This is an optimization exercise on Yosys and OpenROAD, whose aim is small area, not a production implementation. Where RTL was checked, it was by simulation tests only, not by an equivalence proof against the original. The RTL of runs 4 and 5 was laid out without a check of its function.

File: design.v
module main(in, op, apply, tail, valid, empty, clk, reset);
    input clk, reset, apply;
    input [7:0] in;
    input [2:0] op;
    output [7:0] tail;
    output reg valid;
    output empty;
    reg [7:0] t, f0, f1, f2, f3;
    reg [2:0] sz;
    wire n0  = ~sz[2] & ~sz[0];    
    wire n1  = ~sz[1] &  sz[0];
    wire n2  = ~sz[2] &  sz[1];
    wire n3  =  sz[2] &  sz[0];
    wire n4  =  sz[1] & ~sz[0];
    wire n5  =  sz[2] & ~sz[1];
    wire le1 = ~sz[2] & ~sz[1];
    wire le2 = ~sz[2];
    wire le3 = ~sz[2] |  sz[0];
    wire two =  sz[2] |  sz[1];    
    wire [2:0] sz_up = {sz[1:0], ~sz[2]};
    wire [2:0] sz_dn = {~sz[0], sz[2:1]};
    assign tail = t;
    assign empty = n0;
    wire [7:0] a = f0;                         
    wire [7:0] b = n2 ? t : f1;                
    wire is_add = (op == 3'd2);
    wire is_mul = (op == 3'd3);
    wire is_sub = (op == 3'd4);
    wire is_quo = (op == 3'd5);
    wire is_rem = (op == 3'd6);
    wire is_div = is_quo | is_rem;
    wire [7:0] hz;
    assign hz[0] = 1'b1;
    assign hz[1] = hz[0] & ~a[7];
    assign hz[2] = hz[1] & ~a[6];
    assign hz[3] = hz[2] & ~a[5];
    assign hz[4] = hz[3] & ~a[4];
    assign hz[5] = hz[4] & ~a[3];
    assign hz[6] = hz[5] & ~a[2];
    assign hz[7] = hz[6] & ~a[1];
    wire [7:0] quo;
    wire [0:0] d7_x, d7_y, d7_s, d7_r;
    wire [1:0] d7_c;
    assign d7_x = b[7];
    assign d7_y = ~a[0:0];
    assign d7_c[1] = d7_x[0] | ~a[0];
    assign quo[7] = d7_c[1] & hz[7];
    assign d7_s[0] = 1'b0;   
    assign d7_r[0] = d7_x[0] ^ (quo[7] & a[0]);
    wire [1:0] d6_x, d6_y, d6_s, d6_r;
    wire [2:0] d6_c;
    assign d6_x = {d7_r, b[6]};
    assign d6_y = ~a[1:0];
    assign d6_c[1] = d6_x[0] | ~a[0];
    assign d6_c[2] = (d6_x[1] ^ d6_y[1]) ? d6_c[1] : d6_x[1];
    assign d6_s[1] = 1'b0;   
    assign quo[6] = d6_c[2] & hz[6];
    assign d6_s[0] = 1'b0;   
    assign d6_r[0] = d6_x[0] ^ (quo[6] & a[0]);
    assign d6_r[1:1] = d6_x[1:1] ^ ({1{quo[6]}} & (d6_y[1:1] ^ d6_c[1:1]));
    wire [2:0] d5_x, d5_y, d5_s, d5_r;
    wire [3:0] d5_c;
    assign d5_x = {d6_r, b[5]};
    assign d5_y = ~a[2:0];
    assign d5_c[1] = d5_x[0] | ~a[0];
    assign d5_s[1] = d5_x[1] ^ d5_y[1] ^ d5_c[1];
    assign d5_c[2] = (d5_x[1] & d5_y[1]) | (d5_c[1] & (d5_x[1] ^ d5_y[1]));
    assign d5_s[2] = d5_x[2] ^ d5_y[2] ^ d5_c[2];
    assign d5_c[3] = (d5_x[2] & d5_y[2]) | (d5_c[2] & (d5_x[2] ^ d5_y[2]));
    assign quo[5] = d5_c[3] & hz[5];
    assign d5_s[0] = 1'b0;   
    assign d5_r[0] = d5_x[0] ^ (quo[5] & a[0]);
    assign d5_r[2:1] = quo[5] ? d5_s[2:1] : d5_x[2:1];
    wire [3:0] d4_x, d4_y, d4_s, d4_r;
    wire [4:0] d4_c;
    assign d4_x = {d5_r, b[4]};
    assign d4_y = ~a[3:0];
    assign d4_c[1] = d4_x[0] | ~a[0];
    assign d4_s[1] = d4_x[1] ^ d4_y[1] ^ d4_c[1];
    assign d4_c[2] = (d4_x[1] & d4_y[1]) | (d4_c[1] & (d4_x[1] ^ d4_y[1]));
    assign d4_s[2] = d4_x[2] ^ d4_y[2] ^ d4_c[2];
    assign d4_c[3] = (d4_x[2] & d4_y[2]) | (d4_c[2] & (d4_x[2] ^ d4_y[2]));
    assign d4_s[3] = d4_x[3] ^ d4_y[3] ^ d4_c[3];
    assign d4_c[4] = (d4_x[3] & d4_y[3]) | (d4_c[3] & (d4_x[3] ^ d4_y[3]));
    assign quo[4] = d4_c[4] & hz[4];
    assign d4_s[0] = 1'b0;   
    assign d4_r[0] = d4_x[0] ^ (quo[4] & a[0]);
    assign d4_r[3:1] = quo[4] ? d4_s[3:1] : d4_x[3:1];
    wire [4:0] d3_x, d3_y, d3_s, d3_r;
    wire [5:0] d3_c;
    assign d3_x = {d4_r, b[3]};
    assign d3_y = ~a[4:0];
    assign d3_c[1] = d3_x[0] | ~a[0];
    assign d3_s[1] = d3_x[1] ^ d3_y[1] ^ d3_c[1];
    assign d3_c[2] = (d3_x[1] & d3_y[1]) | (d3_c[1] & (d3_x[1] ^ d3_y[1]));
    assign d3_s[2] = d3_x[2] ^ d3_y[2] ^ d3_c[2];
    assign d3_c[3] = (d3_x[2] & d3_y[2]) | (d3_c[2] & (d3_x[2] ^ d3_y[2]));
    assign d3_s[3] = d3_x[3] ^ d3_y[3] ^ d3_c[3];
    assign d3_c[4] = (d3_x[3] & d3_y[3]) | (d3_c[3] & (d3_x[3] ^ d3_y[3]));
    assign d3_s[4] = d3_x[4] ^ d3_y[4] ^ d3_c[4];
    assign d3_c[5] = (d3_x[4] & d3_y[4]) | (d3_c[4] & (d3_x[4] ^ d3_y[4]));
    assign quo[3] = d3_c[5] & hz[3];
    assign d3_s[0] = 1'b0;   
    assign d3_r[0] = d3_x[0] ^ (quo[3] & a[0]);
    assign d3_r[4:1] = quo[3] ? d3_s[4:1] : d3_x[4:1];
    wire [5:0] d2_x, d2_y, d2_s, d2_r;
    wire [6:0] d2_c;
    assign d2_x = {d3_r, b[2]};
    assign d2_y = ~a[5:0];
    assign d2_c[1] = d2_x[0] | ~a[0];
    assign d2_s[1] = d2_x[1] ^ d2_y[1] ^ d2_c[1];
    assign d2_c[2] = (d2_x[1] & d2_y[1]) | (d2_c[1] & (d2_x[1] ^ d2_y[1]));
    assign d2_s[2] = d2_x[2] ^ d2_y[2] ^ d2_c[2];
    assign d2_c[3] = (d2_x[2] & d2_y[2]) | (d2_c[2] & (d2_x[2] ^ d2_y[2]));
    assign d2_s[3] = d2_x[3] ^ d2_y[3] ^ d2_c[3];
    assign d2_c[4] = (d2_x[3] & d2_y[3]) | (d2_c[3] & (d2_x[3] ^ d2_y[3]));
    assign d2_s[4] = d2_x[4] ^ d2_y[4] ^ d2_c[4];
    assign d2_c[5] = (d2_x[4] & d2_y[4]) | (d2_c[4] & (d2_x[4] ^ d2_y[4]));
    assign d2_s[5] = d2_x[5] ^ d2_y[5] ^ d2_c[5];
    assign d2_c[6] = (d2_x[5] & d2_y[5]) | (d2_c[5] & (d2_x[5] ^ d2_y[5]));
    assign quo[2] = d2_c[6] & hz[2];
    assign d2_s[0] = 1'b0;   
    assign d2_r[0] = d2_x[0] ^ (quo[2] & a[0]);
    assign d2_r[5:1] = quo[2] ? d2_s[5:1] : d2_x[5:1];
    wire [6:0] d1_x, d1_y, d1_s, d1_r;
    wire [7:0] d1_c;
    assign d1_x = {d2_r, b[1]};
    assign d1_y = ~a[6:0];
    assign d1_c[1] = d1_x[0] | ~a[0];
    assign d1_s[1] = d1_x[1] ^ d1_y[1] ^ d1_c[1];
    assign d1_c[2] = (d1_x[1] & d1_y[1]) | (d1_c[1] & (d1_x[1] ^ d1_y[1]));
    assign d1_s[2] = d1_x[2] ^ d1_y[2] ^ d1_c[2];
    assign d1_c[3] = (d1_x[2] & d1_y[2]) | (d1_c[2] & (d1_x[2] ^ d1_y[2]));
    assign d1_s[3] = d1_x[3] ^ d1_y[3] ^ d1_c[3];
    assign d1_c[4] = (d1_x[3] & d1_y[3]) | (d1_c[3] & (d1_x[3] ^ d1_y[3]));
    assign d1_s[4] = d1_x[4] ^ d1_y[4] ^ d1_c[4];
    assign d1_c[5] = (d1_x[4] & d1_y[4]) | (d1_c[4] & (d1_x[4] ^ d1_y[4]));
    assign d1_s[5] = d1_x[5] ^ d1_y[5] ^ d1_c[5];
    assign d1_c[6] = (d1_x[5] & d1_y[5]) | (d1_c[5] & (d1_x[5] ^ d1_y[5]));
    assign d1_s[6] = d1_x[6] ^ d1_y[6] ^ d1_c[6];
    assign d1_c[7] = (d1_x[6] & d1_y[6]) | (d1_c[6] & (d1_x[6] ^ d1_y[6]));
    assign quo[1] = d1_c[7] & hz[1];
    assign d1_s[0] = 1'b0;   
    assign d1_r[0] = d1_x[0] ^ (quo[1] & a[0]);
    assign d1_r[6:1] = quo[1] ? d1_s[6:1] : d1_x[6:1];
    wire [7:0] d0_x, d0_y, d0_s, d0_r;
    wire [8:0] d0_c;
    assign d0_x = {d1_r, b[0]};
    assign d0_y = ~a[7:0];
    assign d0_c[1] = d0_x[0] | ~a[0];
    assign d0_c[2] = (d0_x[1] ^ d0_y[1]) ? d0_c[1] : d0_x[1];
    assign d0_s[1] = 1'b0;   
    assign d0_c[3] = (d0_x[2] ^ d0_y[2]) ? d0_c[2] : d0_x[2];
    assign d0_s[2] = 1'b0;   
    assign d0_c[4] = (d0_x[3] ^ d0_y[3]) ? d0_c[3] : d0_x[3];
    assign d0_s[3] = 1'b0;   
    assign d0_c[5] = (d0_x[4] ^ d0_y[4]) ? d0_c[4] : d0_x[4];
    assign d0_s[4] = 1'b0;   
    assign d0_c[6] = (d0_x[5] ^ d0_y[5]) ? d0_c[5] : d0_x[5];
    assign d0_s[5] = 1'b0;   
    assign d0_c[7] = (d0_x[6] ^ d0_y[6]) ? d0_c[6] : d0_x[6];
    assign d0_s[6] = 1'b0;   
    assign d0_c[8] = (d0_x[7] ^ d0_y[7]) ? d0_c[7] : d0_x[7];
    assign d0_s[7] = 1'b0;   
    assign quo[0] = d0_c[8] & hz[0];
    assign d0_s[0] = 1'b0;   
    assign d0_r[0] = d0_x[0] ^ (quo[0] & a[0]);
    assign d0_r[7:1] = d0_x[7:1] ^ ({7{quo[0]}} & (d0_y[7:1] ^ d0_c[7:1]));
    wire [0:0] m7_r;
    assign m7_r = a[0] & b[7];
    wire [1:0] m6_r;
    wire [1:0] m6_s;
    wire [2:0] m6_c;
    assign m6_s[0] = a[0] & b[6];
    assign m6_c[1] = 1'b0;
    assign m6_s[1] = m7_r[0] ^ (a[1] & b[6]) ^ m6_c[1];
    assign m6_c[2] = (m7_r[0] & (a[1] & b[6])) | (m6_c[1] & (m7_r[0] ^ (a[1] & b[6])));
    assign m6_r = m6_s;
    wire [2:0] m5_r;
    wire [2:0] m5_s;
    wire [3:0] m5_c;
    assign m5_s[0] = a[0] & b[5];
    assign m5_c[1] = 1'b0;
    assign m5_s[1] = m6_r[0] ^ (a[1] & b[5]) ^ m5_c[1];
    assign m5_c[2] = (m6_r[0] & (a[1] & b[5])) | (m5_c[1] & (m6_r[0] ^ (a[1] & b[5])));
    assign m5_s[2] = m6_r[1] ^ (a[2] & b[5]) ^ m5_c[2];
    assign m5_c[3] = (m6_r[1] & (a[2] & b[5])) | (m5_c[2] & (m6_r[1] ^ (a[2] & b[5])));
    assign m5_r = m5_s;
    wire [3:0] m4_r;
    wire [3:0] m4_s;
    wire [4:0] m4_c;
    assign m4_s[0] = a[0] & b[4];
    assign m4_c[1] = 1'b0;
    assign m4_s[1] = m5_r[0] ^ (a[1] & b[4]) ^ m4_c[1];
    assign m4_c[2] = (m5_r[0] & (a[1] & b[4])) | (m4_c[1] & (m5_r[0] ^ (a[1] & b[4])));
    assign m4_s[2] = m5_r[1] ^ (a[2] & b[4]) ^ m4_c[2];
    assign m4_c[3] = (m5_r[1] & (a[2] & b[4])) | (m4_c[2] & (m5_r[1] ^ (a[2] & b[4])));
    assign m4_s[3] = m5_r[2] ^ (a[3] & b[4]) ^ m4_c[3];
    assign m4_c[4] = (m5_r[2] & (a[3] & b[4])) | (m4_c[3] & (m5_r[2] ^ (a[3] & b[4])));
    assign m4_r = m4_s;
    wire [4:0] m3_r;
    wire [4:0] m3_s;
    wire [5:0] m3_c;
    assign m3_s[0] = a[0] & b[3];
    assign m3_c[1] = 1'b0;
    assign m3_s[1] = m4_r[0] ^ (a[1] & b[3]) ^ m3_c[1];
    assign m3_c[2] = (m4_r[0] & (a[1] & b[3])) | (m3_c[1] & (m4_r[0] ^ (a[1] & b[3])));
    assign m3_s[2] = m4_r[1] ^ (a[2] & b[3]) ^ m3_c[2];
    assign m3_c[3] = (m4_r[1] & (a[2] & b[3])) | (m3_c[2] & (m4_r[1] ^ (a[2] & b[3])));
    assign m3_s[3] = m4_r[2] ^ (a[3] & b[3]) ^ m3_c[3];
    assign m3_c[4] = (m4_r[2] & (a[3] & b[3])) | (m3_c[3] & (m4_r[2] ^ (a[3] & b[3])));
    assign m3_s[4] = m4_r[3] ^ (a[4] & b[3]) ^ m3_c[4];
    assign m3_c[5] = (m4_r[3] & (a[4] & b[3])) | (m3_c[4] & (m4_r[3] ^ (a[4] & b[3])));
    assign m3_r = m3_s;
    wire [5:0] m2_r;
    wire [5:0] m2_s;
    wire [6:0] m2_c;
    assign m2_s[0] = a[0] & b[2];
    assign m2_c[1] = 1'b0;
    assign m2_s[1] = m3_r[0] ^ (a[1] & b[2]) ^ m2_c[1];
    assign m2_c[2] = (m3_r[0] & (a[1] & b[2])) | (m2_c[1] & (m3_r[0] ^ (a[1] & b[2])));
    assign m2_s[2] = m3_r[1] ^ (a[2] & b[2]) ^ m2_c[2];
    assign m2_c[3] = (m3_r[1] & (a[2] & b[2])) | (m2_c[2] & (m3_r[1] ^ (a[2] & b[2])));
    assign m2_s[3] = m3_r[2] ^ (a[3] & b[2]) ^ m2_c[3];
    assign m2_c[4] = (m3_r[2] & (a[3] & b[2])) | (m2_c[3] & (m3_r[2] ^ (a[3] & b[2])));
    assign m2_s[4] = m3_r[3] ^ (a[4] & b[2]) ^ m2_c[4];
    assign m2_c[5] = (m3_r[3] & (a[4] & b[2])) | (m2_c[4] & (m3_r[3] ^ (a[4] & b[2])));
    assign m2_s[5] = m3_r[4] ^ (a[5] & b[2]) ^ m2_c[5];
    assign m2_c[6] = (m3_r[4] & (a[5] & b[2])) | (m2_c[5] & (m3_r[4] ^ (a[5] & b[2])));
    assign m2_r = m2_s;
    wire [6:0] m1_r;
    wire [6:0] m1_s;
    wire [7:0] m1_c;
    assign m1_s[0] = a[0] & b[1];
    assign m1_c[1] = 1'b0;
    assign m1_s[1] = m2_r[0] ^ (a[1] & b[1]) ^ m1_c[1];
    assign m1_c[2] = (m2_r[0] & (a[1] & b[1])) | (m1_c[1] & (m2_r[0] ^ (a[1] & b[1])));
    assign m1_s[2] = m2_r[1] ^ (a[2] & b[1]) ^ m1_c[2];
    assign m1_c[3] = (m2_r[1] & (a[2] & b[1])) | (m1_c[2] & (m2_r[1] ^ (a[2] & b[1])));
    assign m1_s[3] = m2_r[2] ^ (a[3] & b[1]) ^ m1_c[3];
    assign m1_c[4] = (m2_r[2] & (a[3] & b[1])) | (m1_c[3] & (m2_r[2] ^ (a[3] & b[1])));
    assign m1_s[4] = m2_r[3] ^ (a[4] & b[1]) ^ m1_c[4];
    assign m1_c[5] = (m2_r[3] & (a[4] & b[1])) | (m1_c[4] & (m2_r[3] ^ (a[4] & b[1])));
    assign m1_s[5] = m2_r[4] ^ (a[5] & b[1]) ^ m1_c[5];
    assign m1_c[6] = (m2_r[4] & (a[5] & b[1])) | (m1_c[5] & (m2_r[4] ^ (a[5] & b[1])));
    assign m1_s[6] = m2_r[5] ^ (a[6] & b[1]) ^ m1_c[6];
    assign m1_c[7] = (m2_r[5] & (a[6] & b[1])) | (m1_c[6] & (m2_r[5] ^ (a[6] & b[1])));
    assign m1_r = m1_s;
    wire [7:0] m0_r;
    wire [7:0] m0_s;
    wire [8:0] m0_c;
    assign m0_s[0] = a[0] & b[0];
    assign m0_c[1] = 1'b0;
    assign m0_s[1] = m1_r[0] ^ (a[1] & b[0]) ^ m0_c[1];
    assign m0_c[2] = (m1_r[0] & (a[1] & b[0])) | (m0_c[1] & (m1_r[0] ^ (a[1] & b[0])));
    assign m0_s[2] = m1_r[1] ^ (a[2] & b[0]) ^ m0_c[2];
    assign m0_c[3] = (m1_r[1] & (a[2] & b[0])) | (m0_c[2] & (m1_r[1] ^ (a[2] & b[0])));
    assign m0_s[3] = m1_r[2] ^ (a[3] & b[0]) ^ m0_c[3];
    assign m0_c[4] = (m1_r[2] & (a[3] & b[0])) | (m0_c[3] & (m1_r[2] ^ (a[3] & b[0])));
    assign m0_s[4] = m1_r[3] ^ (a[4] & b[0]) ^ m0_c[4];
    assign m0_c[5] = (m1_r[3] & (a[4] & b[0])) | (m0_c[4] & (m1_r[3] ^ (a[4] & b[0])));
    assign m0_s[5] = m1_r[4] ^ (a[5] & b[0]) ^ m0_c[5];
    assign m0_c[6] = (m1_r[4] & (a[5] & b[0])) | (m0_c[5] & (m1_r[4] ^ (a[5] & b[0])));
    assign m0_s[6] = m1_r[5] ^ (a[6] & b[0]) ^ m0_c[6];
    assign m0_c[7] = (m1_r[5] & (a[6] & b[0])) | (m0_c[6] & (m1_r[5] ^ (a[6] & b[0])));
    assign m0_s[7] = m1_r[6] ^ (a[7] & b[0]) ^ m0_c[7];
    assign m0_c[8] = (m1_r[6] & (a[7] & b[0])) | (m0_c[7] & (m1_r[6] ^ (a[7] & b[0])));
    assign m0_r = m0_s;
    wire [7:0] prod = m0_r;
    wire [7:0] rem = d0_r;
    wire [7:0] as_s;
    wire [8:0] as_c;
    wire [7:0] as_y = a ^ {8{is_sub}};
    assign as_c[0] = is_sub;
    assign as_s[0] = b[0] ^ as_y[0] ^ as_c[0];
    assign as_c[1] = (b[0] & as_y[0]) | (as_c[0] & (b[0] ^ as_y[0]));
    assign as_s[1] = b[1] ^ as_y[1] ^ as_c[1];
    assign as_c[2] = (b[1] & as_y[1]) | (as_c[1] & (b[1] ^ as_y[1]));
    assign as_s[2] = b[2] ^ as_y[2] ^ as_c[2];
    assign as_c[3] = (b[2] & as_y[2]) | (as_c[2] & (b[2] ^ as_y[2]));
    assign as_s[3] = b[3] ^ as_y[3] ^ as_c[3];
    assign as_c[4] = (b[3] & as_y[3]) | (as_c[3] & (b[3] ^ as_y[3]));
    assign as_s[4] = b[4] ^ as_y[4] ^ as_c[4];
    assign as_c[5] = (b[4] & as_y[4]) | (as_c[4] & (b[4] ^ as_y[4]));
    assign as_s[5] = b[5] ^ as_y[5] ^ as_c[5];
    assign as_c[6] = (b[5] & as_y[5]) | (as_c[5] & (b[5] ^ as_y[5]));
    assign as_s[6] = b[6] ^ as_y[6] ^ as_c[6];
    assign as_c[7] = (b[6] & as_y[6]) | (as_c[6] & (b[6] ^ as_y[6]));
    assign as_s[7] = b[7] ^ as_y[7] ^ as_c[7];
    assign as_c[8] = (b[7] & as_y[7]) | (as_c[7] & (b[7] ^ as_y[7]));
    wire [7:0] as = as_s;
    wire [7:0] res = is_quo ? quo : is_rem ? rem : is_mul ? prod : as;
    wire push = (op == 3'd0);
    wire pop  = (op == 3'd1);
    wire good = push ? ~n5 :
                pop  ? ~n0 :
                (op == 3'd7) ? 1'b0 :
                is_div ? (two & (a != 8'd0)) : two;
    wire ok = apply & good;
    wire [7:0] nv = push ? in : res;
    always @(posedge clk or posedge reset)
        if (reset) begin
            valid <= 1'b1;
            sz <= 3'd0;
        end else if (apply) begin
            if (!good) valid <= 1'b0;
            else sz <= push ? sz_up : sz_dn;
        end
    always @(posedge clk)
        if (ok) begin
            if (!pop) t <= nv;
            if (push) begin
                if (le1) f0 <= t;
                if (le2) f1 <= t;
                if (le3) f2 <= t;
                f3 <= t;
            end else if (pop) begin
                f0 <= f1;
                f1 <= f2;
                f2 <= f3;
            end else begin
                f0 <= le3 ? t : f2;
                f1 <= n5 ? f3 : t;
                f2 <= t;
                f3 <= t;
            end
        end
endmodule
File: flow/run.sh
#!/bin/bash
# The standard layout (standard.sh: ORFS from synthesis to the final layout), with these
# changes, all made through ORFS's own variables:
#  - each port gets a sky130_fd_sc_hd__buf_1 as its buffer (buffer_ports -buffer_cell)
#    instead of the default clkdlybuf4s50_1;
#  - clock tree synthesis builds from clkbuf_4/clkbuf_8 and adds no dummy loads.
# Synthesis is the standard one, unchanged. The make output goes to standard.log in the
# work folder; ORFS's per-step logs stay under orfs/logs/.
set -euo pipefail
bash standard.sh synth > synth.log 2>&1
export BUFFER_PORTS_ARGS="-buffer_cell sky130_fd_sc_hd__buf_1"
export CTS_ARGS="-sink_clustering_enable -repair_clock_nets -dont_use_dummy_load -buf_list {sky130_fd_sc_hd__clkbuf_4 sky130_fd_sc_hd__clkbuf_8}"
bash standard.sh finish > standard.log 2>&1
File: standard.sh
#!/bin/bash
# synth_recipe.tcl (not shown) runs the flow's synth.tcl, then flattens the netlist and writes it again
# the make line also repeats each setting of config.mk as NAME=value (left out here)
make -C /OpenROAD-flow-scripts/flow DESIGN_CONFIG=/design/flow/config.mk WORK_HOME=/design/flow/orfs CLKGATE_MAP_FILE= SYNTH_SCRIPT=/design/flow/synth_recipe.tcl "${@:-finish}"
File: config.mk
export PLATFORM = sky130hd
export DESIGN_NAME = main
export DESIGN_NICKNAME = main
export VERILOG_FILES = /design/flow/design.v
export SDC_FILE = /design/flow/constraint.sdc
export NUM_CORES = 4
export LEC_CHECK = 0
export CAP_MARGIN = 20
export CORE_MARGIN = 2
export CORE_UTILIZATION = 40
export SLEW_MARGIN = 20
File: constraint.sdc
create_clock -name core_clock -period 15.0 [get_ports {clk}]
set_input_delay 3.0000 -clock core_clock [delete_from_list [all_inputs] [get_ports {clk}]]
set_output_delay 3.0000 -clock core_clock [all_outputs]
set_load 0.01 [all_outputs]
==> flow_metrics.py, run 1 <==
metrics = {
    "sta": {
        "hold_viol": 0,
        "maxSlewHeadroom_pct": 40.6,
        "finalClockSkew_ns": 0.0171,
        "finalCriticalPeriod_ns": 13.91,
        "max_slew.worst_pin.slew_ns": 0.873,
        "min_period_over_period_pct": 92.7,
        "grt_setup_unrepaired": "no",
        "setup_failing_eps_final": 0,
        "tns_ns": 0,
        "final.hold.worst_slack_ns": 0.487,
        "fmax_mhz": 71.9,
        "report.final.slew_viol_count": 0,
    },
    "clocking": {
        "cts.repair.resized": 0,
        "clk_pin_slew_ns": 0.07,
        "tritoncts": "yes",
        "worstSkewPairLatency_ns": 0.30,
        "ctsHtreeMaxLevel": 2,
        "clk_path_buf_depth": 2,
        "clock_sink_count": 44,
        "hold_buffers": 0,
        "cts.repair_timing.setup_buffer_count": 0,
        "cts_root_buf": "sky130_fd_sc_hd__clkbuf_8",
        "cts-buffers-inserted": 5,
    },
    "drt": {
        "postRouteAntennaNets": 0,
        "vias": 4264,
        "routed_via_density": 5.83,
        "drc": 0,
        "detailedRoute.firstIterationViolations": 280,
        "routed_wirelength_mm": 14.4,
        "wire_per_inst_um": 19.7,
        "drtPass1Iterations": 5,
    },
    "floorplanning": {
        "dieArea_um2": 13200,
        "io_pins": 24,
        "chipHeight_um": 115,
        "num_rows": 40,
        "die_outline_width_um": 115,
        "floorplan.initialDensity_pct": 41.0,
        "placeableCoreArea_um2": 12000,
    },
    "layout": {
        "finish.utilization_pct": 43.5,
        "flow.area_growth_from_synthesis_pct": 6.04,
        "drive_gt1_share_pct": 6.16,
        "n_fill_cell": 1213,
        "count_of_nets_after_finishing": 649,
        "diodes": 0,
    },
    "yosys": {
        "postSynthRegisterBits": 44,
        "synth_edf_count": 40,
        "syn-cell-area_um2": 4930,
        "synth_area_per_cell_um2": 8.58,
        "primary_flip_flop_cell_chosen_by_synthesis_mapping": "sky130_fd_sc_hd__edfxtp_1",
        "synth_warnings": 1,
        "asyncSetResetFlopFracSynth_pct": 9.09,
        "syn-instance-count": 574,
        "seq_area_frac_synth_pct": 26.4,
        "synth_nets": 637,
        "synthDistinctLibCells": 69,
    },
    "critical_path": {
        "critPathSlowestCell": "sky130_fd_sc_hd__or4b_2",
        "worst-endpoint-arrival_ns": 13.94,
        "required_ns": 15.03,
        "worst_setup_path_end_kind": "register",
        "worst_path_largest_cell_delay_ns": 0.64,
        "critical_path_class": "reg -> reg",
        "start_kind": "register",
        "regToRegSetupSlack_ns": 1.09,
        "ff2ff_path_depth": 47,
        "worstReg2RegStart": "sz[2]$_DFFE_PP0P_",
        "critical_path.max_fanout": 16,
        "timing.critical_path.mode_cell": "sky130_fd_sc_hd__fa_1",
        "regToRegEndpoint": "t[2]$_DFFE_PP_",
    },
    "global_route": {
        "busiest_layer": "met2",
        "pin_count_of_the_biggest_net_entering_global_routing": 34,
        "gr-usage-all-layers_pct": 22.7,
        "grt.met1_usage_pct": 30.8,
        "antenna_violations_before_repair": 0,
        "grt_pass1_vias": 4273,
        "globalRouteMet3Util_pct": 2.48,
        "groute.layer.met2.usage_pct": 38.5,
        "grt.overflow.total": 0,
        "grt_first_pass_wirelength_mm": 23.4,
    },
    "run": {
        "maxCapViolations": 0,
    },
    "place": {
        "io_buffer_count": 23,
        "final_estimated_routing_congestion_in_global_placement": 0.945,
        "post-dp-hpwl_mm": 11.0,
    },
    "outcome": {
        "outcome": "no timing/DRC/antenna violations",
    },
    "min_path": {
        "timing.hold.worst.class": "reg -> reg",
        "min_to": "valid$_DFFE_PP1P_",
        "hold_path_startpoint": "valid$_DFFE_PP1P_",
        "min_path_cells": 1,
    },
}
==> worst max-delay path: cells and delay by family, from the launching register on <==
family | cells | cell delay [ns]
buffers and inverters | 5 | 0.49
AOI/OAI and AO/OA | 5 | 1.04
muxes | 1 | 0.61
xor gates and xnor gates | 4 | 0.63
and+or+nand+nor | 12 | 3.02
DFF | 1 | 0.55
adders and majority gates | 20 | 7.30
==> routing by layer <==
| layer | up-vias | part of all wire, % | wire length (um) |
|---|---|---|---|
| met5 | - | 0 | 0 |
| met4 | 0 | 2.1 | 308 |
| met3 | 25 | 4.2 | 610 |
| met2 | 130 | 49 | 7060 |
| met1 | 2099 | 45 | 6400 |
| li1 | 2010 | - | - |
==> area by class of cell <==
type                    instances  area, um^2  share of cell area, %
flip-flops and latches         44        1300                   24.9
well taps                     147         184                   3.52
clock buffers                   5        68.8                   1.32
repair buffers                 33         161                   3.09
inverters                      40         150                   2.87
multi-input cells             462        3360                   64.3
==> per-stage QoR <==
step / instances / instance area [um^2] / worst slack, ns
detailed placement: 726 / 5150 / 0.907
CTS: 731 / 5220 / 0.841
global route: 731 / 5230 / 0.330
finish: 731 / 5230 / 1.09
floorplan: 574 / 4930 / 2.58
global placement: 726 / 5150 / 1.09
==> flip-flops by register name (all words and copies together), names as in the netlist <==
register / flops
f0: 8
f2: 8
f1: 8
sz: 3
f3: 8
valid: 1
t: 8
==> Yosys cell counts (2+ instances only) <==
cell	count	share of area, %
sky130_fd_sc_hd__o2111ai_1	3	0.53
sky130_fd_sc_hd__xnor2_1	34	6.0
sky130_fd_sc_hd__a31oi_1	5	0.63
sky130_fd_sc_hd__mux2i_2	2	0.56
sky130_fd_sc_hd__nand3_1	12	1.2
sky130_fd_sc_hd__mux2i_1	7	1.4
sky130_fd_sc_hd__nand2b_1	9	1.1
sky130_fd_sc_hd__a22oi_1	5	0.76
sky130_fd_sc_hd__ha_1	8	2.0
sky130_fd_sc_hd__nor3_2	3	0.61
sky130_fd_sc_hd__inv_1	39	3.0
sky130_fd_sc_hd__a211oi_1	4	0.61
sky130_fd_sc_hd__nand2_1	80	6.1
sky130_fd_sc_hd__or2_2	2	0.25
sky130_fd_sc_hd__nor3_1	6	0.61
sky130_fd_sc_hd__nor2_1	86	6.6
sky130_fd_sc_hd__a221oi_1	3	0.53
sky130_fd_sc_hd__o21a_1	2	0.30
sky130_fd_sc_hd__dfrtp_1	3	1.5
sky130_fd_sc_hd__a21oi_1	18	1.8
sky130_fd_sc_hd__buf_2	4	0.41
sky130_fd_sc_hd__o21ai_0	20	2.0
sky130_fd_sc_hd__a32o_1	2	0.41
sky130_fd_sc_hd__o22ai_1	21	2.7
sky130_fd_sc_hd__mux2_2	2	0.46
sky130_fd_sc_hd__xor2_1	6	1.1
sky130_fd_sc_hd__o31ai_1	3	0.46
sky130_fd_sc_hd__fa_1	41	17
sky130_fd_sc_hd__o311a_1	2	0.41
sky130_fd_sc_hd__maj3_2	3	0.69
sky130_fd_sc_hd__and2_1	5	0.63
sky130_fd_sc_hd__nor2b_1	9	1.1
sky130_fd_sc_hd__nor3b_1	4	0.61
sky130_fd_sc_hd__nand3b_1	6	0.91
sky130_fd_sc_hd__and3_1	7	0.89
sky130_fd_sc_hd__o211ai_1	6	0.91
sky130_fd_sc_hd__clkbuf_1	21	1.6
sky130_fd_sc_hd__o221ai_1	2	0.36
sky130_fd_sc_hd__a21boi_0	2	0.30
sky130_fd_sc_hd__a21o_1	3	0.46
sky130_fd_sc_hd__o21ai_1	7	0.71
sky130_fd_sc_hd__edfxtp_1	40	24
==> cell usage in the layout (no fill, tap or decap), types with 10 or more instances in the layout <==
cell,instances
sky130_fd_sc_hd__a21oi_1,18
sky130_fd_sc_hd__o22ai_1,21
sky130_fd_sc_hd__buf_1,23
sky130_fd_sc_hd__o21ai_0,20
sky130_fd_sc_hd__inv_1,39
sky130_fd_sc_hd__buf_4,10
sky130_fd_sc_hd__xnor2_1,34
sky130_fd_sc_hd__nor2_1,86
sky130_fd_sc_hd__fa_1,41
sky130_fd_sc_hd__edfxtp_1,40
sky130_fd_sc_hd__nand2_1,80
sky130_fd_sc_hd__nand3_1,12
==> worst max-delay path by stage <==
stage / startpoint / end / depth (start not counted)
2_1_floorplan: f0[2]$_DFFE_PP_ / t[2]$_DFFE_PP_ / 49
3_3_place_gp: sz[1]$_DFFE_PP0P_ / t[2]$_DFFE_PP_ / 47
3_5_place_dp: sz[1]$_DFFE_PP0P_ / t[2]$_DFFE_PP_ / 47
4_1_cts: sz[1]$_DFFE_PP0P_ / t[2]$_DFFE_PP_ / 47
5_1_grt: sz[1]$_DFFE_PP0P_ / t[5]$_DFFE_PP_ / 49
6_report: sz[2]$_DFFE_PP0P_ / t[2]$_DFFE_PP_ / 47
==> logic make-up (layout without fill, tap and decap cells) <==
| kind of cell | Yosys count | in the layout | share of synthesized area, % |
|---|---|---|---|
| AND/OR/NAND/NOR | 234 | 234 | 21.6 |
| flip-flops | 44 | 44 | 26.4 |
| buffers and inverters | 68 | 78 | 5.51 |
| multiplexers | 11 | 11 | 2.44 |
| AO/OA/AOI/OAI | 124 | 124 | 17.3 |
| adder cells (fa/ha/maj) | 53 | 53 | 19.6 |
| XOR/XNOR | 40 | 40 | 7.11 |
==> run 2, diff against run 1 <==
==> flow/run.sh (replaced) <==
#!/bin/bash
# The standard layout (standard.sh: ORFS from synthesis to the final layout), with these
# changes, all made through ORFS's own variables:
#  - each port gets a sky130_fd_sc_hd__buf_1 as its buffer (buffer_ports -buffer_cell)
#    instead of the default clkdlybuf4s50_1;
#  - clock tree synthesis builds from clkbuf_4/clkbuf_8 and adds no dummy loads, with clusters of up to 30 sinks.
# Synthesis is the standard one, unchanged. The make output goes to standard.log in the
# work folder; ORFS's per-step logs stay under orfs/logs/.
set -euo pipefail
bash standard.sh synth > synth.log 2>&1
export BUFFER_PORTS_ARGS="-buffer_cell sky130_fd_sc_hd__buf_1"
export CTS_ARGS="-sink_clustering_enable -repair_clock_nets -dont_use_dummy_load -sink_clustering_size 30 -sink_clustering_max_diameter 120 -buf_list {sky130_fd_sc_hd__clkbuf_4 sky130_fd_sc_hd__clkbuf_8}"
bash standard.sh finish > standard.log 2>&1
==> run 2 against run 1 <==
Against the previous run:
- critical path depth unchanged
- register-to-register slack about the same
- sequential share of layout area unchanged
- critical path type unchanged
- synthesized cell count stayed put
- non-clock buffer count unchanged
- maximum frequency is the same
- wire length unchanged
- clock-buffer cell count unchanged
- worst setup slack did not move
- global-route usage stayed put
- still clean
==> flow_metrics.py, run 2 <==
metrics = {
    "yosys": {
        "synth_top_area_share_pct": 24.4,
        "synth_area_per_cell_um2": 8.58,
        "synth_area_leader_cell": "sky130_fd_sc_hd__edfxtp_1",
        "yosys.cell_count.top_type": "sky130_fd_sc_hd__nor2_1",
        "yosys-top-cells-count": "86 x sky130_fd_sc_hd__nor2_1, 80 x sky130_fd_sc_hd__nand2_1, 41 x sky130_fd_sc_hd__fa_1",
        "syn-cell-area_um2": 4930,
        "postSynthRegisterBits": 44,
        "synth_edf_count": 40,
        "synth_nets": 637,
        "syn-instance-count": 574,
        "synth_warnings": 1,
        "seq_area_frac_synth_pct": 26.4,
        "synthDistinctLibCells": 69,
        "primary_flip_flop_cell_chosen_by_synthesis_mapping": "sky130_fd_sc_hd__edfxtp_1",
        "asyncSetResetFlopFracSynth_pct": 9.09,
        "synth_area_leaders": "sky130_fd_sc_hd__edfxtp_1 24%, sky130_fd_sc_hd__fa_1 17%, sky130_fd_sc_hd__nor2_1 6.6%",
    },
    "drt": {
        "routed_via_density": 5.83,
        "drc": 0,
        "vias": 4264,
        "drtPass1Iterations": 5,
        "detailedRoute.firstIterationViolations": 280,
        "routed_wirelength_mm": 14.4,
        "wire_per_inst_um": 19.7,
        "postRouteAntennaNets": 0,
    },
    "run": {
        "maxCapViolations": 0,
    },
    "global_route": {
        "grt_first_pass_wirelength_mm": 23.4,
        "pin_count_of_the_biggest_net_entering_global_routing": 34,
        "gr-usage-all-layers_pct": 22.7,
        "grt.overflow.total": 0,
        "grt_pass1_vias": 4273,
        "antenna_violations_before_repair": 0,
    },
    "place": {
        "final_estimated_routing_congestion_in_global_placement": 0.945,
        "dp_cells": 726,
        "post-dp-hpwl_mm": 11.0,
        "io_buffer_count": 23,
    },
    "floorplanning": {
        "io_pins": 24,
        "chipHeight_um": 115,
        "die_outline_width_um": 115,
        "placeableCoreArea_um2": 12000,
        "num_rows": 40,
        "dieArea_um2": 13200,
        "floorplan.initialDensity_pct": 41.0,
    },
    "clocking": {
        "cts.repair_timing.setup_buffer_count": 0,
        "clk_pin_slew_ns": 0.07,
        "clk_path_buf_depth": 2,
        "worstSkewPairLatency_ns": 0.30,
        "tritoncts": "yes",
        "ctsHtreeMaxLevel": 2,
        "cts_root_buf": "sky130_fd_sc_hd__clkbuf_8",
        "clock_sink_count": 44,
        "cts-buffers-inserted": 5,
    },
    "layout": {
        "layout.cells.most_common_list": "86 x sky130_fd_sc_hd__nor2_1, 80 x sky130_fd_sc_hd__nand2_1, 41 x sky130_fd_sc_hd__fa_1",
        "seqCellArea_um2": 1300,
        "diodes": 0,
        "count_of_nets_after_finishing": 649,
        "drive_gt1_share_pct": 6.16,
        "layout_commonest_cell": "sky130_fd_sc_hd__nor2_1",
        "n_fill_cell": 1213,
        "fin_cells": 731,
        "flow.area_growth_from_synthesis_pct": 6.04,
        "multi_input_comb_area_um2": 3360,
    },
    "critical_path": {
        "critical_path_class": "reg -> reg",
        "worst_path_largest_cell_delay_ns": 0.64,
        "start_kind": "register",
        "crit_start": "sz[2]$_DFFE_PP0P_",
        "worst_setup_path_end_kind": "register",
        "worst-endpoint-arrival_ns": 13.94,
        "crit_end": "t[2]$_DFFE_PP_",
        "worstReg2RegStart": "sz[2]$_DFFE_PP0P_",
        "regToRegEndpoint": "t[2]$_DFFE_PP_",
        "ff2ff_path_depth": 47,
        "timing.critical_path.mode_cell": "sky130_fd_sc_hd__fa_1",
        "critical_path.max_fanout": 16,
        "critPathSlowestCell": "sky130_fd_sc_hd__or4b_2",
        "regToRegSetupSlack_ns": 1.09,
        "required_ns": 15.03,
    },
    "sta": {
        "hold_viol": 0,
        "fmax_mhz": 71.9,
        "tns_ns": 0,
        "setup_failing_eps_final": 0,
        "max_slew.worst_pin.slew_ns": 0.873,
        "final.hold.worst_slack_ns": 0.487,
        "report.final.slew_viol_count": 0,
        "finalCriticalPeriod_ns": 13.91,
        "maxSlewHeadroom_pct": 40.6,
        "finalClockSkew_ns": 0.0171,
        "grt_setup_unrepaired": "no",
        "min_period_over_period_pct": 92.7,
    },
    "min_path": {
        "timing.hold.worst.class": "reg -> reg",
    },
    "outcome": {
        "outcome": "no timing/DRC/antenna violations",
    },
}
[run 2: cell counts in the layout (fill, tap and decap cells not counted)]
No cell type changed its count.
[run 2: area by class of cell]
class	instances	area share (%)
Inverter	40	2.87
Tap cell	147	3.52
Timing Repair Buffer	33	3.09
Multi-Input combinational cell	462	64.3
Clock buffer	5	1.32
Sequential cell	44	24.9
[run 2: worst max-delay path: cells and delay by family (launching register included)]
family / cells / cell delay [ns]
adder cells (fa/ha/maj): 20 / 7.30
AND/OR/NAND/NOR: 12 / 3.02
AO/OA/AOI/OAI: 5 / 1.04
XOR/XNOR: 4 / 0.63
multiplexers: 1 / 0.61
flip-flops: 1 / 0.55
buffers and inverters: 5 / 0.49
[run 2: worst min path at each step]
stage                         to         startpoint  cells past startpoint
6_report       valid$_DFFE_PP1P_  valid$_DFFE_PP1P_                      1
5_1_grt        valid$_DFFE_PP1P_  valid$_DFFE_PP1P_                      1
4_1_cts        valid$_DFFE_PP1P_  valid$_DFFE_PP1P_                      1
3_5_place_dp   valid$_DFFE_PP1P_  valid$_DFFE_PP1P_                      1
3_3_place_gp   valid$_DFFE_PP1P_  valid$_DFFE_PP1P_                      1
2_1_floorplan  valid$_DFFE_PP1P_  valid$_DFFE_PP1P_                      1
[run 2: cells by family after synthesis]
group                      after synthesis  synth area share, %
and+or+nand+nor                        234                 21.6
muxes                                   11                 2.44
buffers and inverters                   68                 5.51
xor gates and xnor gates                40                 7.11
adders and majority gates               53                 19.6
DFF                                     44                 26.4
AOI/OAI and AO/OA                      124                 17.3
[run 2: per-layer routing]
layer | track usage, % | vias up | share of wire, %
met3 | 2.48 | 25 | 4.2
met2 | 38.5 | 130 | 49
met4 | 7.07 | 0 | 2.1
met5 | 0 | - | 0
li1 | - | 2010 | -
met1 | 30.8 | 2099 | 45
[run 2: stage by stage]
step	util [%]	instance area [um^2]	setup WS, ns
after floorplan	-	4930	2.58
after global placement	42.9	5150	1.09
after detailed placement	42.9	5150	0.907
after CTS	43.5	5220	0.841
after global routing	43.5	5230	0.330
final	43.5	5230	1.09
[run 2: repair_timing]
action / in CTS / in global routing
hold buffers: 0 / 0
resized for setup: 0 / 1
setup endpoints to repair: 0 / 2
==> run 3, diff against run 2 <==
==> flow/run.sh (replaced) <==
#!/bin/bash
# The standard layout (standard.sh: ORFS from synthesis to the final layout), with these
# changes, all made through ORFS's own variables:
#  - each port gets a sky130_fd_sc_hd__buf_1 as its buffer (buffer_ports -buffer_cell)
#    instead of the default clkdlybuf4s50_1;
#  - clock tree synthesis runs with these arguments (CTS_ARGS), adding no dummy loads:
#    -repair_clock_nets -dont_use_dummy_load -root_buf sky130_fd_sc_hd__clkbuf_16 -buf_list {sky130_fd_sc_hd__clkbuf_16}
# Synthesis is the standard one, unchanged. The make output goes to standard.log in the
# work folder; ORFS's per-step logs stay under orfs/logs/.
set -euo pipefail
bash standard.sh synth > synth.log 2>&1
export BUFFER_PORTS_ARGS="-buffer_cell sky130_fd_sc_hd__buf_1"
export CTS_ARGS="-repair_clock_nets -dont_use_dummy_load -root_buf sky130_fd_sc_hd__clkbuf_16 -buf_list {sky130_fd_sc_hd__clkbuf_16}"
bash standard.sh finish > standard.log 2>&1
==> run 3 against run 2 <==
Against the previous run:
- non-clock buffer count unchanged
- critical path depth unchanged
- wire length rose by 0.42%
- maximum frequency fell by 2.2%
- critical path type unchanged
==> flow_metrics.py, run 3 <==
metrics = {
    "outcome": {
        "outcome": "no timing/DRC/antenna violations",
    },
    "drt": {
        "routed_via_density": 5.86,
        "vias": 4281,
        "routed_wirelength_mm": 14.4,
        "wire_per_inst_um": 19.8,
        "postRouteAntennaNets": 0,
        "drtPass1Iterations": 5,
        "drc": 0,
        "detailedRoute.firstIterationViolations": 296,
    },
    "yosys": {
        "yosys.cell_count.top_type": "sky130_fd_sc_hd__nor2_1",
        "synth_top_area_share_pct": 24.4,
        "synth_nets": 637,
        "primary_flip_flop_cell_chosen_by_synthesis_mapping": "sky130_fd_sc_hd__edfxtp_1",
        "syn-instance-count": 574,
        "synth_area_leader_cell": "sky130_fd_sc_hd__edfxtp_1",
        "synth_area_leaders": "sky130_fd_sc_hd__edfxtp_1 24%, sky130_fd_sc_hd__fa_1 17%, sky130_fd_sc_hd__nor2_1 6.6%",
        "synth_warnings": 1,
        "synth_edf_count": 40,
        "seq_area_frac_synth_pct": 26.4,
        "synth_area_per_cell_um2": 8.58,
        "postSynthRegisterBits": 44,
        "asyncSetResetFlopFracSynth_pct": 9.09,
        "syn-cell-area_um2": 4930,
        "synthDistinctLibCells": 69,
        "yosys-top-cells-count": "86 x sky130_fd_sc_hd__nor2_1, 80 x sky130_fd_sc_hd__nand2_1, 41 x sky130_fd_sc_hd__fa_1",
    },
    "sta": {
        "final.hold.worst_slack_ns": 0.484,
        "finalCriticalPeriod_ns": 14.22,
        "setup_slack_ns": 0.783,
        "report.final.slew_viol_count": 0,
        "fmax_mhz": 70.3,
        "setup_failing_eps_final": 0,
        "hold_viol": 0,
        "min_period_over_period_pct": 94.8,
        "finalClockSkew_ns": 0.0108,
        "max_slew.worst_pin.slew_ns": 0.947,
        "maxSlewHeadroom_pct": 36.7,
        "grt_setup_unrepaired": "no",
        "tns_ns": 0,
    },
    "clocking": {
        "ctsHtreeMaxLevel": 2,
        "clock_sink_count": 44,
        "cts_root_buf": "sky130_fd_sc_hd__clkbuf_16",
        "tritoncts": "yes",
        "cts.repair.resized": 0,
        "clk_pin_slew_ns": 0.06,
        "clk_path_buf_depth": 2,
        "worstSkewPairLatency_ns": 0.29,
        "hold_buffers": 0,
        "cts-buffers-inserted": 5,
        "cts.repair_timing.setup_buffer_count": 0,
    },
    "critical_path": {
        "worst-endpoint-arrival_ns": 14.24,
        "worst_setup_path_end_kind": "register",
        "timing.critical_path.mode_cell": "sky130_fd_sc_hd__fa_1",
        "worstReg2RegStart": "sz[1]$_DFFE_PP0P_",
        "regToRegSetupSlack_ns": 0.78,
        "regToRegEndpoint": "t[2]$_DFFE_PP_",
        "critical_path_class": "reg -> reg",
        "critPathSlowestCell": "sky130_fd_sc_hd__nor3b_1",
        "start_kind": "register",
        "worst_path_largest_cell_delay_ns": 0.79,
        "ff2ff_path_depth": 47,
        "required_ns": 15.02,
        "critical_path.max_fanout": 12,
    },
    "layout": {
        "diodes": 0,
        "flow.area_growth_from_synthesis_pct": 7.08,
        "fin_cells": 731,
        "layout.cells.most_common_list": "86 x sky130_fd_sc_hd__nor2_1, 80 x sky130_fd_sc_hd__nand2_1, 41 x sky130_fd_sc_hd__fa_1",
        "n_fill_cell": 1205,
        "count_of_nets_after_finishing": 649,
        "finish.utilization_pct": 43.9,
        "layout_commonest_cell": "sky130_fd_sc_hd__nor2_1",
        "drive_gt1_share_pct": 5.99,
    },
    "min_path": {
        "min_path_cells": 1,
        "timing.hold.worst.class": "reg -> reg",
        "hold_path_startpoint": "valid$_DFFE_PP1P_",
        "min_to": "valid$_DFFE_PP1P_",
    },
    "global_route": {
        "grt_pass1_vias": 4282,
        "pin_count_of_the_biggest_net_entering_global_routing": 34,
        "grt_first_pass_wirelength_mm": 23.5,
        "antenna_violations_before_repair": 0,
        "grt.overflow.total": 0,
        "gr-usage-all-layers_pct": 22.8,
    },
    "place": {
        "dp_cells": 726,
        "io_buffer_count": 23,
        "detailedPlace.worstSlack_ns": 0.907,
        "post-dp-hpwl_mm": 11.0,
        "final_estimated_routing_congestion_in_global_placement": 0.945,
    },
    "floorplanning": {
        "dieArea_um2": 13200,
        "die_outline_width_um": 115,
        "floorplan.initialDensity_pct": 41.0,
        "num_rows": 40,
        "placeableCoreArea_um2": 12000,
        "chipHeight_um": 115,
        "io_pins": 24,
    },
    "run": {
        "maxCapViolations": 0,
    },
}
run 3: logic make-up after synthesis:
family | synth area share, %
flops | 26.4
xor+xnor | 7.11
simple gates | 21.6
mux | 2.44
buf+inv | 5.51
fa+ha+maj | 19.6
compound gates | 17.3
run 3: how the worst max path moves through the flow:
stage | cells past startpoint | slack [ns] | start | to
after CTS | 47 | 0.84 | sz[1]$_DFFE_PP0P_ | t[2]$_DFFE_PP_
after detailed placement | 47 | 0.91 | sz[1]$_DFFE_PP0P_ | t[2]$_DFFE_PP_
after floorplan | 49 | 2.58 | f0[2]$_DFFE_PP_ | t[2]$_DFFE_PP_
final | 47 | 0.78 | sz[1]$_DFFE_PP0P_ | t[2]$_DFFE_PP_
after global routing | 48 | 0.001 | sz[1]$_DFFE_PP0P_ | t[5]$_DFFE_PP_
after global placement | 47 | 1.09 | sz[1]$_DFFE_PP0P_ | t[2]$_DFFE_PP_
run 3: routing by layer:
layer	part of all wire, %	GRT usage, %
met5	0	0
met4	2.8	7.31
met3	4.7	2.32
met2	49	38.7
met1	44	30.7
run 3: worst max-delay path: cells and delay by family, from the launching register on:
kind / cells / cell delay (ns)
adder cells (fa/ha/maj): 20 / 7.28
AND/OR/NAND/NOR: 12 / 3.34
multiplexers: 1 / 0.62
buffers and inverters: 5 / 0.49
XOR/XNOR: 4 / 0.63
AO/OA/AOI/OAI: 5 / 1.04
flip-flops: 1 / 0.55
run 3: metrics by stage:
stage / area (um^2)
4_1_cts: 5280
3_5_place_dp: 5150
5_1_grt: 5280
2_1_floorplan: 4930
6_report: 5280
3_3_place_gp: 5150
run 3: cell type report:
cell class / instances / area [um^2] / area share [%]
multi-input combinational: 462 / 3350 / 63.6
sequential: 44 / 1300 / 24.7
tap: 147 / 184 / 3.49
timing repair buffer: 33 / 161 / 3.06
inverter: 40 / 150 / 2.85
clock buffer: 5 / 125 / 2.37
==> run 4, diff against run 3 <==
--- a/design.v
+++ b/design.v
@@ -22,6 +22,12 @@
     assign tail = t;
     assign empty = n0;
-    wire [7:0] a = f0;                         
-    wire [7:0] b = n2 ? t : f1;                
+    reg [7:0] a, b;
+    always @(*)
+        case (1'b1)
+            n2: begin a = f3; b = t;  end
+            n3: begin a = f2; b = f3; end
+            n4: begin a = f1; b = f2; end
+            default: begin a = f0; b = f1; end
+        endcase
     wire is_add = (op == 3'd2);
     wire is_mul = (op == 3'd3);
@@ -308,21 +314,10 @@
         end
     always @(posedge clk)
-        if (ok) begin
-            if (!pop) t <= nv;
-            if (push) begin
-                if (le1) f0 <= t;
-                if (le2) f1 <= t;
-                if (le3) f2 <= t;
-                f3 <= t;
-            end else if (pop) begin
-                f0 <= f1;
-                f1 <= f2;
-                f2 <= f3;
-            end else begin
-                f0 <= le3 ? t : f2;
-                f1 <= n5 ? f3 : t;
-                f2 <= t;
-                f3 <= t;
-            end
+        if (ok & ~pop) begin
+            t <= nv;
+            f0 <= f1;
+            f1 <= f2;
+            f2 <= f3;
+            f3 <= t;
         end
 endmodule
==> flow/run.sh (replaced) <==
#!/bin/bash
# The standard layout (standard.sh: ORFS from synthesis to the final layout), with these
# changes, all made through ORFS's own variables:
#  - each port gets a sky130_fd_sc_hd__buf_1 as its buffer (buffer_ports -buffer_cell)
#    instead of the default clkdlybuf4s50_1;
#  - clock tree synthesis builds from clkbuf_4/clkbuf_8 and adds no dummy loads;
#  - after global routing's timing repair, repair_timing -recover_power downsizes gates
#    that have slack to spare (RECOVER_POWER).
# Synthesis is the standard one, unchanged. The make output goes to standard.log in the
# work folder; ORFS's per-step logs stay under orfs/logs/.
set -euo pipefail
bash standard.sh synth > synth.log 2>&1
export BUFFER_PORTS_ARGS="-buffer_cell sky130_fd_sc_hd__buf_1"
export CTS_ARGS="-sink_clustering_enable -repair_clock_nets -dont_use_dummy_load -buf_list {sky130_fd_sc_hd__clkbuf_4 sky130_fd_sc_hd__clkbuf_8}"
export RECOVER_POWER=${RECOVER_POWER_PCT:-100}
bash standard.sh finish > standard.log 2>&1
==> run 4 against run 3 <==
Against the previous run:
- the layout now fails its checks (max-capacitance violations, max-slew violations)
- maximum frequency decreased by 1.1%
- critical path depth increased by 10
- first-iteration DRC count increased by 65%
- non-clock buffer count increased by 32
- die area decreased by 3.4%
- sequential share of layout area decreased by 0.82 points
- cell area increased by 3.7%
- synthesized cell count decreased by 13%
- register-to-register slack got worse by 0.16 ns
- highest routed layer unchanged
- wire length increased by 3.4%
==> flow_metrics.py, run 4 <==
metrics = {
    "outcome": {
        "outcome": "complete, but fails checks",
        "layout.failed_checks": "max-capacitance violations, max-slew violations",
    },
    "drt": {
        "wl_met3_mm": 1.06,
        "drtPass1Iterations": 18,
        "routed-wl-met2_mm": 7.10,
        "routed_via_density": 6.19,
        "drc": 0,
        "vias": 4272,
        "wire_per_inst_um": 21.7,
        "postRouteAntennaNets": 0,
        "wl_met1_mm": 6.45,
        "detailedRoute.firstIterationViolations": 489,
        "routed_wirelength_mm": 14.9,
        "highest_layer": "met4",
    },
    "critical_path": {
        "worst-endpoint-arrival_ns": 14.39,
        "critPathBufInv": 8,
        "worst_setup_path_end_kind": "register",
        "cpLargestDelayFamily": "adder cells",
        "critical_path_class": "reg -> reg",
        "worst_path_largest_cell_delay_ns": 0.67,
        "critPathSlowestCell": "sky130_fd_sc_hd__nor3_2",
        "critical_path.max_fanout": 12,
        "timing.critical_path.mode_cell": "sky130_fd_sc_hd__fa_1",
        "required_ns": 15.02,
        "start_kind": "register",
    },
    "clocking": {
        "tritoncts": "yes",
        "cts-buffers-inserted": 5,
        "clk_path_buf_depth": 2,
        "cts_root_buf": "sky130_fd_sc_hd__clkbuf_8",
        "worstSkewPairLatency_ns": 0.30,
        "ctsHtreeMaxLevel": 2,
        "clk_pin_slew_ns": 0.08,
        "clock_sink_count": 44,
        "hold_buffers": 0,
    },
    "floorplanning": {
        "dieArea_um2": 12800,
        "placeableCoreArea_um2": 11500,
        "chipHeight_um": 113,
        "io_pins": 24,
        "floorplan.initialDensity_pct": 41.3,
        "num_rows": 39,
        "die_outline_width_um": 113,
    },
    "yosys": {
        "asyncSetResetFlopFracSynth_pct": 9.09,
        "synth_top_area_share_pct": 25.3,
        "primary_flip_flop_cell_chosen_by_synthesis_mapping": "sky130_fd_sc_hd__edfxtp_1",
        "seq_area_frac_synth_pct": 27.4,
        "synth_area_leaders": "sky130_fd_sc_hd__edfxtp_1 25%, sky130_fd_sc_hd__fa_1 17%, sky130_fd_sc_hd__xnor2_1 5.3%",
        "syn-instance-count": 501,
        "postSynthRegisterBits": 44,
        "syn-cell-area_um2": 4750,
        "yosys-top-cells-count": "52 x sky130_fd_sc_hd__nand2_1, 48 x sky130_fd_sc_hd__nor2_1, 43 x sky130_fd_sc_hd__inv_1",
        "synth_area_leader_cell": "sky130_fd_sc_hd__edfxtp_1",
        "synthDistinctLibCells": 76,
        "synth_edf_count": 40,
        "synth_warnings": 1,
        "synth_nets": 564,
        "synth_area_per_cell_um2": 9.49,
        "yosys.cell_count.top_type": "sky130_fd_sc_hd__nand2_1",
    },
    "place": {
        "final_estimated_routing_congestion_in_global_placement": 0.947,
        "detailedPlace.worstSlack_ns": -0.125,
        "post-dp-hpwl_mm": 11.2,
        "io_buffer_count": 23,
    },
    "sta": {
        "report.final.slew_viol_count": 19,
        "grt_setup_unrepaired": "no",
        "maxSlewHeadroom_pct": -81.5,
        "finalClockSkew_ns": 0.0191,
        "fmax_mhz": 69.6,
        "setup_failing_eps_final": 0,
        "min_period_over_period_pct": 95.8,
        "hold_viol": 0,
        "finalCriticalPeriod_ns": 14.38,
        "setup_slack_ns": 0.623,
        "max_slew.worst_pin.slew_ns": 2.70,
    },
    "layout": {
        "drive_gt1_share_pct": 18.7,
        "count_of_nets_after_finishing": 611,
        "layout.cells.most_common_list": "51 x sky130_fd_sc_hd__nand2_1, 45 x sky130_fd_sc_hd__nor2_1, 42 x sky130_fd_sc_hd__inv_1",
        "flow.area_growth_from_synthesis_pct": 15.0,
        "layout_commonest_cell": "sky130_fd_sc_hd__nand2_1",
        "finish.utilization_pct": 47.5,
    },
    "global_route": {
        "pin_count_of_the_biggest_net_entering_global_routing": 24,
        "gr-usage-all-layers_pct": 23.2,
        "grt_pass1_vias": 4263,
        "grt_first_pass_wirelength_mm": 23.0,
        "grt.overflow.total": 0,
        "antenna_violations_before_repair": 1,
    },
    "min_path": {
        "timing.hold.worst.class": "reg -> reg",
    },
    "run": {
        "maxCapViolations": 1,
    },
}
==> run 4: layout make-up <==
| type | instances | area (um^2) |
|---|---|---|
| timing repair buffer | 65 | 458 |
| multi-input combinational | 384 | 3280 |
| antenna | 1 | 2.50 |
| sequential | 44 | 1310 |
| inverter | 48 | 180 |
| fill | 1116 | 6050 |
| tap | 143 | 179 |
| clock buffer | 5 | 68.8 |
==> run 4: stage by stage <==
step	cells	setup TNS (ns)	instance area (um^2)	hold slack, ns
after floorplan	501	0	4750	0.442
after global placement	674	0	5150	0.443
after detailed placement	674	-0.125	5150	0.457
after CTS	679	0	5240	0.466
after global routing	689	0	5470	0.477
final	690	0	5470	0.464
==> run 4: cells by family after synthesis <==
logic type | share of synthesized area [%]
AOI/OAI and AO/OA | 18.6
adders and majority gates | 21.0
xor gates and xnor gates | 6.45
and+or+nand+nor | 16.7
DFF | 27.4
buffers and inverters | 6.74
muxes | 3.16
==> run 4: final timing paths <==
check                                  start                end  slack [ns]  depth (start not counted)
max                        sz[2]$_DFFE_PP0P_     t[3]$_DFFE_PP_        0.62                         57
min                        valid$_DFFE_PP1P_  valid$_DFFE_PP1P_        0.46                          1
max reg2reg                sz[2]$_DFFE_PP0P_     t[3]$_DFFE_PP_        0.62                         57
min reg2reg                valid$_DFFE_PP1P_  valid$_DFFE_PP1P_        0.46                          1
max in group asynchronous              reset  valid$_DFFE_PP1P_       12.23                          2
min in group asynchronous              reset  sz[0]$_DFFE_PP0P_        2.54                          2
==> run 4: what timing repair did <==
item | 4_1_cts | 5_1_grt
hold endpoints to repair | 0 | 0
pin swaps | 0 | 13
buffers inserted | 0 | 7
cloned | 0 | 3
gates resized for setup | 5 | 37
endpoints found under the setup margin | 6 | 8
==> run 4: routing by layer <==
metal  vias up  global-route usage (%)
met4         0                    6.99
li1       1900                       -
met5         -                       0
met2       174                    37.2
met3        28                    4.50
met1      2170                    31.9
==> run 5, diff against run 4 <==
--- a/design.v
+++ b/design.v
@@ -70,12 +70,12 @@
     assign d5_y = ~a[2:0];
     assign d5_c[1] = d5_x[0] | ~a[0];
-    assign d5_s[1] = d5_x[1] ^ d5_y[1] ^ d5_c[1];
-    assign d5_c[2] = (d5_x[1] & d5_y[1]) | (d5_c[1] & (d5_x[1] ^ d5_y[1]));
-    assign d5_s[2] = d5_x[2] ^ d5_y[2] ^ d5_c[2];
-    assign d5_c[3] = (d5_x[2] & d5_y[2]) | (d5_c[2] & (d5_x[2] ^ d5_y[2]));
+    assign d5_c[2] = (d5_x[1] ^ d5_y[1]) ? d5_c[1] : d5_x[1];
+    assign d5_s[1] = 1'b0;   
+    assign d5_c[3] = (d5_x[2] ^ d5_y[2]) ? d5_c[2] : d5_x[2];
+    assign d5_s[2] = 1'b0;   
     assign quo[5] = d5_c[3] & hz[5];
     assign d5_s[0] = 1'b0;   
     assign d5_r[0] = d5_x[0] ^ (quo[5] & a[0]);
-    assign d5_r[2:1] = quo[5] ? d5_s[2:1] : d5_x[2:1];
+    assign d5_r[2:1] = d5_x[2:1] ^ ({2{quo[5]}} & (d5_y[2:1] ^ d5_c[2:1]));
     wire [3:0] d4_x, d4_y, d4_s, d4_r;
     wire [4:0] d4_c;
==> run 5 against run 4 <==
Against the previous run:
- the layout still fails its checks (max-capacitance violations, max-slew violations)
- largest cell class unchanged
- first-iteration DRC count is 17% higher
- via count is 8.1% higher
- critical path type unchanged
- highest routed layer unchanged
- wire length is 4.2% higher
- critical path depth is 1 lower
- flip-flop and latch count stayed put
==> flow_metrics.py, run 5 <==
metrics = {
    "outcome": {
        "outcome": "complete, but fails checks",
        "layout.failed_checks": "max-capacitance violations, max-slew violations",
    },
    "yosys": {
        "seq_area_frac_synth_pct": 25.3,
        "asyncSetResetFlopFracSynth_pct": 9.09,
        "syn-cell-area_um2": 5140,
        "synth_edf_count": 40,
        "syn-instance-count": 568,
        "yosys.cell_count.top_type": "sky130_fd_sc_hd__nor2_1",
        "synth_area_leader_cell": "sky130_fd_sc_hd__edfxtp_1",
        "synthDistinctLibCells": 89,
        "synth_warnings": 1,
    },
    "layout": {
        "flow.area_growth_from_synthesis_pct": 10.6,
        "drive_gt1_share_pct": 14.6,
        "count_of_nets_after_finishing": 658,
    },
    "clocking": {
        "clk_path_buf_depth": 2,
        "ctsHtreeMaxLevel": 2,
        "tritoncts": "yes",
        "worstSkewPairLatency_ns": 0.29,
        "hold_buffers": 0,
        "cts-buffers-inserted": 5,
        "cts_root_buf": "sky130_fd_sc_hd__clkbuf_8",
    },
    "drt": {
        "routed_via_density": 6.02,
        "postRouteAntennaNets": 0,
        "routed_wirelength_mm": 15.6,
        "drc": 0,
        "wire_per_inst_um": 20.3,
    },
    "critical_path": {
        "regToRegEndpoint": "t[3]$_DFFE_PP_",
        "cpLargestDelayFamily": "adder cells",
        "critPathSlowestCell": "sky130_fd_sc_hd__a32oi_1",
        "timing.critical_path.mode_cell": "sky130_fd_sc_hd__fa_1",
        "start_kind": "register",
        "cp.depth": 56,
        "worst-endpoint-arrival_ns": 14.40,
    },
    "min_path": {
        "min_path_cells": 1,
        "min_to": "valid$_DFFE_PP1P_",
        "timing.hold.worst.class": "reg -> reg",
        "hold_path_startpoint": "valid$_DFFE_PP1P_",
    },
    "sta": {
        "hold_viol": 0,
        "min_period_over_period_pct": 95.8,
        "finalCriticalPeriod_ns": 14.37,
        "setup_failing_eps_final": 0,
        "report.final.slew_viol_count": 34,
    },
    "run": {
        "maxCapViolations": 1,
    },
    "floorplanning": {
        "dieArea_um2": 13800,
        "floorplan.initialDensity_pct": 40.9,
        "die_outline_width_um": 117,
    },
    "global_route": {
        "grt.overflow.total": 0,
    },
    "place": {
        "detailedPlace.worstSlack_ns": 0.0920,
    },
}
[run 5: cell count changes after synthesis, moves of 5 or more]
cell / previous run / this run
sky130_fd_sc_hd__nor2_1: 48 / 64
sky130_fd_sc_hd__o21ai_0: 18 / 24
sky130_fd_sc_hd__a222oi_1: 9 / 0
sky130_fd_sc_hd__a21oi_1: 8 / 24
sky130_fd_sc_hd__nor3_1: 7 / 12
sky130_fd_sc_hd__nand3_1: 12 / 7
sky130_fd_sc_hd__a21o_1: 4 / 11
sky130_fd_sc_hd__nand2_1: 52 / 59
[run 5: through the flow]
step / instance area (um^2) / utilization (%) / instances / TNS (ns)
finish: 5690 / 45.2 / 767 / 0
CTS: 5570 / 44.3 / 764 / 0
global route: 5690 / 45.2 / 767 / -0.177
global placement: 5490 / 43.7 / 758 / 0
floorplan: 5140 / - / 568 / 0
detailed placement: 5500 / 43.7 / 759 / 0
[run 5: cells by family after synthesis]
kind of cell,share of synthesized area (%)
simple gates,19.5
compound gates,22.4
buf+inv,6.09
fa+ha+maj,17.9
flops,25.3
xor+xnor,6.14
mux,2.53
[run 5: how the worst max path moves through the flow]
stage	start	to	slack (ns)
global placement	sz[0]$_DFFE_PP0P_	t[3]$_DFFE_PP_	0.44
finish	sz[1]$_DFFE_PP0P_	t[3]$_DFFE_PP_	0.63
CTS	sz[0]$_DFFE_PP0P_	t[3]$_DFFE_PP_	0.05
global route	sz[2]$_DFFE_PP0P_	t[3]$_DFFE_PP_	-0.1
floorplan	sz[2]$_DFFE_PP0P_	t[3]$_DFFE_PP_	1.09
detailed placement	sz[0]$_DFFE_PP0P_	t[3]$_DFFE_PP_	0.09
[run 5: timing repair]
action	4_1_cts	5_1_grt
resized for setup	0	26
endpoints found under the setup margin	0	8
setup buffers	0	3
[run 5: per-layer routing]
metal / share of wire [%] / GRT usage, % / routed length [um]
met4: 1.6 / 5.05 / 252
met2: 46 / 35.4 / 7190
met1: 44 / 32.5 / 6920
met5: 0 / 0 / 0
met3: 7.8 / 3.79 / 1210
[run 5: final cells by class]
type	count	area, um^2	share of cell area [%]
clock buffers	5	68.8	1.21
multi-input cells	449	3630	63.9
well taps	172	215	3.79
repair buffers	51	290	5.11
inverters	46	173	3.04
flip-flops and latches	44	1310	23.0

-- port drivers added, routing unchanged --
The flow's constraints put no driver on any port. The routed layouts listed below were extracted and timed again, unchanged, in two steps.
Step 1 assumes that a clkbuf_16 drives the clock port and a buf_2 every other input.
Step 2 also shifts input and output timing later by t, the mid clock arrival at the registers, as if the neighbouring blocks saw the same clock.
Three values: ideal ports, drivers, drivers and shift; two values: the first two.
run	shift t [ns]	setup WS [ns]	hold slack, ns	latest minus earliest clock arrival (ns)	slew at the worst register clock pin (ns)
run 1	0.321	1.092 / 1.092 / 1.092	0.487 / 0.487 / 0.487	0.017 / 0.017	0.08 / 0.08
run 2	0.321	1.092 / 1.092 / 1.092	0.487 / 0.487 / 0.487	0.017 / 0.017	0.08 / 0.08
run 3	0.314	0.783 / 0.783 / 0.783	0.484 / 0.484 / 0.484	0.011 / 0.011	0.06 / 0.06
run 4	0.325	0.623 / 0.623 / 0.623	0.464 / 0.464 / 0.464	0.019 / 0.019	0.08 / 0.08
run 5	0.312	0.633 / 0.633 / 0.633	0.466 / 0.466 / 0.466	0.021 / 0.020	0.08 / 0.08
